Background: an optimization exercise with open tools, aiming at small area and a short achievable clock period. Do not read the settings as production practice.
Where RTL was checked, it was by simulation tests only, not by an equivalence proof against the original.

// fp16_alu
module fp16_alu (
  input  wire        clk,
  input  wire [1:0]  op,
  input  wire [15:0] a,
  input  wire [15:0] b,
  output wire [15:0] z
);
  wire [15:0] b_in = (op == 2'd3) ? {~b[15], b[14:0]} : b;
  wire [15:0] l_in, s_in;
  wire eq_in, maxl_in, hl_in, hs_in;
  wire [4:0] rsv_in;
  flpcomp u_ord (.iA(a), .iB(b_in), .oL(l_in), .oS(s_in), .oEq(eq_in), .oRsv(rsv_in), .oMaxL(maxl_in),
                 .oHL(hl_in), .oHS(hs_in));
  reg [1:0]  op_q;
  reg [15:0] l_q, s_q;
  reg        eq_q, maxl_q, hl_q, hs_q;
  reg [4:0]  rsv_q;
  reg        zs_q, r_q;
  reg [14:0] em_q;
  wire as, ar, ms, mr;
  wire [4:0] ae, me;
  wire [9:0] am, mm;
  wire [15:0] max_z = maxl_q ? l_q : s_q;
  fp_add  u_add (.iL(l_q), .iS(s_q), .hL(hl_q), .hS(hs_q), .eq(eq_q), .rsv(rsv_q), .oS(as), .oE(ae), .oM(am), .oR(ar));
  fp_mult u_mul (.iA(l_q), .iB(s_q), .hA(hl_q), .hB(hs_q), .oS(ms), .oE(me), .oM(mm), .oR(mr));
  always @(posedge clk) begin
    op_q   <= op;
    l_q    <= l_in;
    s_q    <= s_in;
    eq_q   <= eq_in;
    maxl_q <= maxl_in;
    hl_q   <= hl_in;
    hs_q   <= hs_in;
    rsv_q  <= rsv_in;
    case (op_q)
      2'd1: begin
        zs_q <= ms; em_q <= {me, mm}; r_q <= mr;
      end
      2'd2: begin
        zs_q <= max_z[15]; em_q <= max_z[14:0]; r_q <= 1'b0;
      end
      default: begin
        zs_q <= as; em_q <= {ae, am}; r_q <= ar;
      end
    endcase
  end
  assign z = {zs_q, em_q + {14'd0, r_q}};
endmodule
For scale: ~2000 cells after synthesis, ~51 I/O pins.
==> flow/config.mk <==
export PLATFORM = sky130hd
export DESIGN_NAME = fp16_alu
export DESIGN_NICKNAME = fp16_alu
export VERILOG_FILES = /design/flow/design.v
export SDC_FILE = /design/flow/constraint.sdc
export NUM_CORES = 4
export LEC_CHECK = 0
export ABC_AREA = 1
export CAP_MARGIN = 20
export CORE_MARGIN = 2
export CORE_UTILIZATION = 40
export PLACE_DENSITY = 0.6
export SLEW_MARGIN = 20
==> flow/constraint.sdc <==
create_clock -name core_clock -period 23.0 [get_ports {clk}]
set_input_delay 4.6000 -clock core_clock [delete_from_list [all_inputs] [get_ports {clk}]]
set_output_delay 4.6000 -clock core_clock [all_outputs]
set_load 0.01 [all_outputs]
standard.sh (not shown) runs the stock make flow with config.mk's settings and CLKGATE_MAP_FILE= SYNTH_SCRIPT=/design/flow/synth_recipe.tcl, a recipe that flattens the netlist after the stock synthesis.
==> flow/flow/run.sh <==
#!/bin/bash
# Standard layout with two changes:
#  - timing repair aims for a setup slack of 15.25 ns, so that the achieved
#    clock period is short;
#  - the port buffers are the smallest buffer, buf_1 (repair may upsize them).
set -euo pipefail
export SETUP_SLACK_MARGIN=15.25
export BUFFER_PORTS_ARGS="-buffer_cell sky130_fd_sc_hd__buf_1"
bash standard.sh > standard_flow.log 2>&1
The first run produced a clean layout.
Then changed:
==> flow/flow/run.sh (replaced) <==
#!/bin/bash
# Standard layout with two changes:
#  - timing repair aims for a setup slack of 15.5 ns, so that the achieved
#    clock period is short;
#  - the port buffers are the smallest buffer, buf_1 (repair may upsize them).
set -euo pipefail
export SETUP_SLACK_MARGIN=15.5
export BUFFER_PORTS_ARGS="-buffer_cell sky130_fd_sc_hd__buf_1"
bash standard.sh > standard_flow.log 2>&1
- The new run passed the timing, DRC and antenna checks
- fmax climbs by 3.4%
- cell count is about the same
- die area is unchanged
- design area climbs by 0.88%
Then changed:
==> flow/flow/run.sh (replaced) <==
#!/bin/bash
# Standard layout with two changes:
#  - timing repair aims for a setup slack of 15.75 ns, so that the achieved
#    clock period is short;
#  - the port buffers are the smallest buffer, buf_1 (repair may upsize them).
set -euo pipefail
export SETUP_SLACK_MARGIN=15.75
export BUFFER_PORTS_ARGS="-buffer_cell sky130_fd_sc_hd__buf_1"
bash standard.sh > standard_flow.log 2>&1
- design area grows by 3.5%
- clock-buffer cell count stays the same
- area after synthesis does not change
- global-route usage is higher by 0.31 points
- clock skew went down by 0.0039 ns
- final cell count rises by 1.3%
- flip-flop and latch count is unchanged

* * *

Another version of the RTL of fp16_alu (not shown whole).
Size: roughly 2000 cells after synthesis, ~60 flip-flops, about 51 I/O pins.
clock: 23.0 ns
lec_check: 0
abc_area: 1
cap_margin: 5
core_margin: 2
core_utilization: 40
place_density: 0.6
slew_margin: 5
==> flow/flow/run.sh <==
#!/bin/bash
# Standard layout with two changes:
#  - timing repair aims for a setup slack of 15.5 ns, so that the achieved
#    clock period is short;
#  - the port buffers are the smallest buffer, buf_1 (repair may upsize them).
set -euo pipefail
export SETUP_SLACK_MARGIN=15.5
export BUFFER_PORTS_ARGS="-buffer_cell sky130_fd_sc_hd__buf_1"
bash standard.sh > standard_flow.log 2>&1
The baseline ran to the end with no violations.
Rerun with:
--- a/flow/flow/run.sh
+++ b/flow/flow/run.sh
@@ -3 +3 @@
-#  - timing repair aims for a setup slack of 15.5 ns, so that the achieved
+#  - timing repair aims for a setup slack of 15 ns, so that the achieved
@@ -7 +7 @@
-export SETUP_SLACK_MARGIN=15.5
+export SETUP_SLACK_MARGIN=15
CAP_MARGIN = 20   (was 5)
GPL_TIMING_DRIVEN = 1   (was not set)
SLEW_MARGIN = 20   (was 5)
What happened: The new run completed without violations. Design area is lower by 2.0%. Register-to-register slack is worse by 260 ps. Wire length shrinks by 1.0%. Area after synthesis is unchanged. Global-route usage is about the same. Count of clock-buffer cells in the layout is unchanged.
Rerun with:
--- a/flow/flow/run.sh
+++ b/flow/flow/run.sh
@@ -2 +2,3 @@
-# Standard layout with two changes:
+# Standard layout with three changes:
+#  - synthesis maps with an area-oriented ABC script (flow/abc_area.script,
+#    used through ABC_AREA 1 from a copy of the ORFS scripts folder);
@@ -6,0 +9,5 @@
+here=$(pwd)
+rm -rf "$here/scripts"
+cp -r "$FLOW_HOME/scripts" "$here/scripts"
+cp "$here/flow/abc_area.script" "$here/scripts/abc_area.script"
+export SCRIPTS_DIR="$here/scripts"
==> flow/flow/abc_area.script (new file) <==
strash
&get -n
&fraig -x
&put
scorr
dc2
strash
dch -f
map -a
topo
stime -c
buffer -c
upsize -c
dnsize -c
GPL_TIMING_DRIVEN = not set   (was 1)
The changed run completed without violations.
Core utilization goes up by 5.4 points.
First-iteration DRC count goes down by about a fifth.
Count of clock-buffer cells in the layout does not change.
Routed wire length goes down by a few percent.
Rerun with:
==> flow/flow/run.sh (replaced) <==
#!/bin/bash
# Standard layout with two changes:
#  - timing repair aims for a setup slack of 15 ns, so that the achieved
#    clock period is short;
#  - the port buffers are the smallest buffer, buf_1 (repair may upsize them).
set -euo pipefail
export SETUP_SLACK_MARGIN=15
export BUFFER_PORTS_ARGS="-buffer_cell sky130_fd_sc_hd__buf_1"
bash standard.sh > standard_flow.log 2>&1
CORE_UTILIZATION = 60   (was 40)
PLACE_DENSITY = 0.75   (was 0.6)
removed: flow/flow/abc_area.script
The new run ran to the end with no violations.
Worst hold slack gains 200 ps.
Final cell count rose by 2.8%.
Non-clock buffer count fell by 74.
Routed wire length fell by 1.3%.

* * *

== wip/xenon ==
fp16_alu, a different RTL version from the one above (not shown whole).
For scale: ~51 flip-flops, roughly 51 I/O pins, about 12000 um2 of cells after synthesis.
// fp16_alu
module fp16_alu (
  input  wire        clk,
  input  wire [1:0]  op,
  input  wire [15:0] a,
  input  wire [15:0] b,
  output wire [15:0] z
);
export LEC_CHECK = 0
export ABC_AREA = 1
export CAP_MARGIN = 20
export CORE_MARGIN = 2
export CORE_UTILIZATION = 40
export PLACE_DENSITY = 0.6
export SLEW_MARGIN = 20
create_clock -name core_clock -period 23.0 [get_ports {clk}]
==> flow/flow/run.sh <==
#!/bin/bash
# Standard layout, with timing repair aiming for setup slack 16 ns
# so that the achieved clock period is short.
set -euo pipefail
export SETUP_SLACK_MARGIN=16
bash standard.sh > standard_flow.log 2>&1
Having completed the whole flow, wip/xenon delivered a layout that passed the timing, DRC and antenna checks.
Input changes introduced in wip/garnet (baseline for comparison: wip/xenon):
==> flow/run.sh (new file) <==
#!/bin/bash
# synth_recipe.tcl (not shown) runs the flow's synth.tcl, then flattens the netlist and writes it again
# the make line also repeats each setting of config.mk as NAME=value (left out here)
make -C /OpenROAD-flow-scripts/flow DESIGN_CONFIG=/design/flow/config.mk WORK_HOME=/design/flow/orfs CLKGATE_MAP_FILE= SYNTH_SCRIPT=/design/flow/synth_recipe.tcl finish
removed: flow/flow/run.sh
removed: flow/standard.sh
### Flow results
Going from wip/xenon to wip/garnet, number of placed cells counting well taps went up by 10; multi-input combinational gate total went down by about 0.4%; final area went down by 16%.
Looking only at number of resized instances in the post-cts repair step, and setting everything else aside, the higher value of wip/garnet and wip/xenon goes to wip/xenon.
Height of the die across wip/garnet and wip/xenon: no real change.
Modified inputs, wip/quartz compared to wip/garnet
==> flow/flow/run.sh (new file) <==
#!/bin/bash
# Standard layout, with timing repair aiming for setup slack 13 ns
# so that the achieved clock period is short.
set -euo pipefail
export SETUP_SLACK_MARGIN=13
bash standard.sh > standard_flow.log 2>&1
==> flow/standard.sh (new file) <==
#!/bin/bash
# synth_recipe.tcl (not shown) runs the flow's synth.tcl, then flattens the netlist and writes it again
# the make line also repeats each setting of config.mk as NAME=value (left out here)
make -C /OpenROAD-flow-scripts/flow DESIGN_CONFIG=/design/flow/config.mk WORK_HOME=/design/flow/orfs CLKGATE_MAP_FILE= SYNTH_SCRIPT=/design/flow/synth_recipe.tcl "${@:-finish}"
removed: flow/run.sh
--- outcome ---
wip/quartz was carried through to the last stage, and its layout satisfied the timing, DRC and antenna checks. Routed wire length grows slightly when moving from wip/garnet to wip/quartz. Delta (wip/quartz minus wip/garnet): first-iteration DRC count shows an increase of 11%; setup slack shows an increase of 2290 ps; total non-filler cell area in the finished layout shows an increase of 310 um2; number of well-tap cells placed shows no meaningful change; worst hold slack shows an increase of 8.4 ps. ~same wire length of the first global-routing pass in wip/quartz and wip/garnet.
Function was not checked in any run of this note: the RTL went through the layout flow alone.

* * *

fp16_alu with an RTL version that a note above also has.
Size in the first run: about 60 flip-flops, about 51 I/O pins.
## fp16_alu
module fp16_alu (
  input  wire        clk,
  input  wire [1:0]  op,
  input  wire [15:0] a,
  input  wire [15:0] b,
  output wire [15:0] z
);
  wire [15:0] b_in = (op == 2'd3) ? {~b[15], b[14:0]} : b;
  wire [15:0] l_in, s_in;
  wire eq_in, maxl_in, hl_in, hs_in;
  wire [4:0] rsv_in;
  flpcomp u_ord (.iA(a), .iB(b_in), .oL(l_in), .oS(s_in), .oEq(eq_in), .oRsv(rsv_in), .oMaxL(maxl_in),
                 .oHL(hl_in), .oHS(hs_in));
  reg [1:0]  op_q;
  reg [15:0] l_q, s_q;
  reg        eq_q, maxl_q, hl_q, hs_q;
  reg [4:0]  rsv_q;
  reg        zs_q, r_q;
  reg [14:0] em_q;
  wire as, ar, ms, mr;
  wire [4:0] ae, me;
  wire [9:0] am, mm;
  wire [15:0] max_z = maxl_q ? l_q : s_q;
  fp_add  u_add (.iL(l_q), .iS(s_q), .hL(hl_q), .hS(hs_q), .eq(eq_q), .rsv(rsv_q), .oS(as), .oE(ae), .oM(am), .oR(ar));
  fp_mult u_mul (.iA(l_q), .iB(s_q), .hA(hl_q), .hB(hs_q), .oS(ms), .oE(me), .oM(mm), .oR(mr));
  always @(posedge clk) begin
    op_q   <= op;
    l_q    <= l_in;
    s_q    <= s_in;
    eq_q   <= eq_in;
    maxl_q <= maxl_in;
    hl_q   <= hl_in;
    hs_q   <= hs_in;
    rsv_q  <= rsv_in;
    case (op_q)
      2'd1: begin
        zs_q <= ms; em_q <= {me, mm}; r_q <= mr;
      end
      2'd2: begin
        zs_q <= max_z[15]; em_q <= max_z[14:0]; r_q <= 1'b0;
      end
      default: begin
        zs_q <= as; em_q <= {ae, am}; r_q <= ar;
      end
    endcase
  end
  assign z = {zs_q, em_q + {14'd0, r_q}};
endmodule
export LEC_CHECK = 0
export ABC_AREA = 1
export CAP_MARGIN = 20
export CORE_MARGIN = 2
export CORE_UTILIZATION = 40
export PLACE_DENSITY = 0.6
export SLEW_MARGIN = 20
create_clock -name core_clock -period 23.0 [get_ports {clk}]
==> flow/flow/run.sh <==
#!/bin/bash
# Standard layout with two changes:
#  - timing repair aims for a setup slack of 16 ns, so that the achieved
#    clock period is short;
#  - the port buffers are the smallest buffer, buf_1 (repair may upsize them).
set -euo pipefail
export SETUP_SLACK_MARGIN=16
export BUFFER_PORTS_ARGS="-buffer_cell sky130_fd_sc_hd__buf_1"
bash standard.sh > standard_flow.log 2>&1
The starting point ran to the end with no violations.
Rerun with:
--- a/flow/flow/run.sh
+++ b/flow/flow/run.sh
@@ -3 +3 @@
-#  - timing repair aims for a setup slack of 16 ns, so that the achieved
+#  - timing repair aims for a setup slack of 15 ns, so that the achieved
@@ -7 +7 @@
-export SETUP_SLACK_MARGIN=16
+export SETUP_SLACK_MARGIN=15
After rerunning: Final cell count decreases by 3.7%; final area decreases by 10%; via count decreases by 5.0%; count of clock-buffer cells in the layout does not change; worst setup slack is worse by 410 ps; fmax decreases by 5.6%; synthesized cell count stays the same; worst hold slack is worse by 20 ps; sequential cell count is unchanged; wire length decreases by 7.8%.
Rerun with:
==> flow/flow/run.sh (replaced) <==
#!/bin/bash
# Standard layout, with timing repair aiming for setup slack 15 ns
# so that the achieved clock period is short.
set -euo pipefail
export SETUP_SLACK_MARGIN=15
bash standard.sh > standard_flow.log 2>&1
What happened:
- The new run finished with timing, DRC and antenna clean
- global-route usage came out higher by 0.18 points
- worst hold slack is about the same
- synthesized area is unchanged
- clock-buffer cell count came out higher by 1
- wire length hardly moves
- first-iteration DRC count came out lower by about 8%

* * *

fp16_alu, a different RTL version from the one above (not shown whole).
For scale: ~58 flip-flops, roughly 51 I/O pins, roughly 0.012 mm^2 of cells after synthesis.
==> flow/config.mk <==
export PLATFORM = sky130hd
export DESIGN_NAME = fp16_alu
export DESIGN_NICKNAME = fp16_alu
export VERILOG_FILES = /design/flow/design.v
export SDC_FILE = /design/flow/constraint.sdc
export NUM_CORES = 4
export LEC_CHECK = 0
export ABC_AREA = 1
export CAP_MARGIN = 20
export CORE_MARGIN = 2
export CORE_UTILIZATION = 40
export PLACE_DENSITY = 0.6
export SLEW_MARGIN = 20
==> flow/constraint.sdc <==
create_clock -name core_clock -period 23.0 [get_ports {clk}]
set_input_delay 4.6000 -clock core_clock [delete_from_list [all_inputs] [get_ports {clk}]]
set_output_delay 4.6000 -clock core_clock [all_outputs]
set_load 0.01 [all_outputs]
==> flow/flow/run.sh <==
#!/bin/bash
# Standard layout, with timing repair aiming for setup slack 15 ns
# so that the achieved clock period is short.
set -euo pipefail
export SETUP_SLACK_MARGIN=15
bash standard.sh > standard_flow.log 2>&1
The first run finished with timing, DRC and antenna clean.
Edit:
==> flow/flow/run.sh (replaced) <==
#!/bin/bash
# Standard layout, with timing repair aiming for setup slack 16.5 ns
# so that the achieved clock period is short.
set -euo pipefail
export SETUP_SLACK_MARGIN=16.5
bash standard.sh > standard_flow.log 2>&1
Result: The new run ran to the end with no violations; maximum frequency goes up by 6.9%; non-clock buffer count goes up by 90; hold slack is better by 0.066 ns; critical path depth goes up by 28; routed wire length goes up by 8.9%; sequential cell count is unchanged; first-iteration DRC count goes up by 7.4%.

## afterwards: timing with drivers on the ports
The results above use ideal ports. As a check the final layouts listed here were re-extracted and re-timed, cells and wires unchanged.
Step 1, drivers: a clkbuf_16 drives clk and a buf_2 each remaining input, both assumed.
Step 2 moves the port delays by t, midway between the first and last clock arrival at a register: inputs arrive t later, outputs are due t later. That takes back most of the time a late clock gives input paths.
Three values: no drivers, after step 1, after step 2; two values: the first two.
| run | t (ns) | slack for setup (ns) | hold slack, ns | latest minus earliest clock arrival (ns) |
|---|---|---|---|---|
| the first run of note 1 | 0.380 | 15.668 / 15.668 / 15.610 | 0.719 / 0.719 / 0.719 | 0.012 / 0.012 |
| the second run of note 1 | 0.380 | 15.913 / 15.913 / 15.607 | 0.709 / 0.709 / 0.709 | 0.014 / 0.014 |
| the third run of note 1 | 0.382 | 15.961 / 15.915 / 15.797 | 0.724 / 0.724 / 0.724 | 0.012 / 0.011 |
| the first run of note 2 | 0.387 | 15.811 / 15.838 / 15.451 | 0.740 / 0.740 / 0.740 | 0.011 / 0.011 |
| the second run of note 2 | 0.389 | 15.653 / 15.653 / 15.448 | 0.745 / 0.745 / 0.745 | 0.013 / 0.013 |
| the third run of note 2 | 0.379 | 15.325 / 15.325 / 15.325 | 0.596 / 0.596 / 0.596 | 0.007 / 0.007 |
| the fourth run of note 2 | 0.378 | 15.593 / 15.593 / 15.593 | 0.792 / 0.792 / 0.792 | 0.013 / 0.013 |
| wip/xenon | 0.360 | 14.604 / 14.604 / 14.604 | 0.693 / 0.693 / 0.693 | 0.016 / 0.016 |
| wip/garnet | 0.355 | 11.492 / 11.492 / 11.492 | 0.760 / 0.760 / 0.760 | 0.007 / 0.006 |
| wip/quartz | 0.357 | 13.785 / 13.785 / 13.785 | 0.768 / 0.768 / 0.768 | 0.008 / 0.008 |
| the first run of note 4 | 0.381 | 16.063 / 16.063 / 16.063 | 0.765 / 0.765 / 0.765 | 0.008 / 0.007 |
| the second run of note 4 | 0.389 | 15.653 / 15.653 / 15.448 | 0.745 / 0.745 / 0.745 | 0.013 / 0.013 |
| the third run of note 4 | 0.383 | 15.577 / 15.530 / 15.263 | 0.745 / 0.745 / 0.745 | 0.010 / 0.011 |
| the first run of note 5 | 0.381 | 15.443 / 15.396 / 15.512 | 0.674 / 0.674 / 0.674 | 0.008 / 0.007 |
| the second run of note 5 | 0.386 | 15.930 / 15.930 / 15.930 | 0.740 / 0.740 / 0.740 | 0.010 / 0.009 |
After both steps setup and hold are still met in every run listed. For the first run of note 2, which loses most, drivers alone change the setup slack by +0.027 ns; drivers and shift together by -0.360 ns.
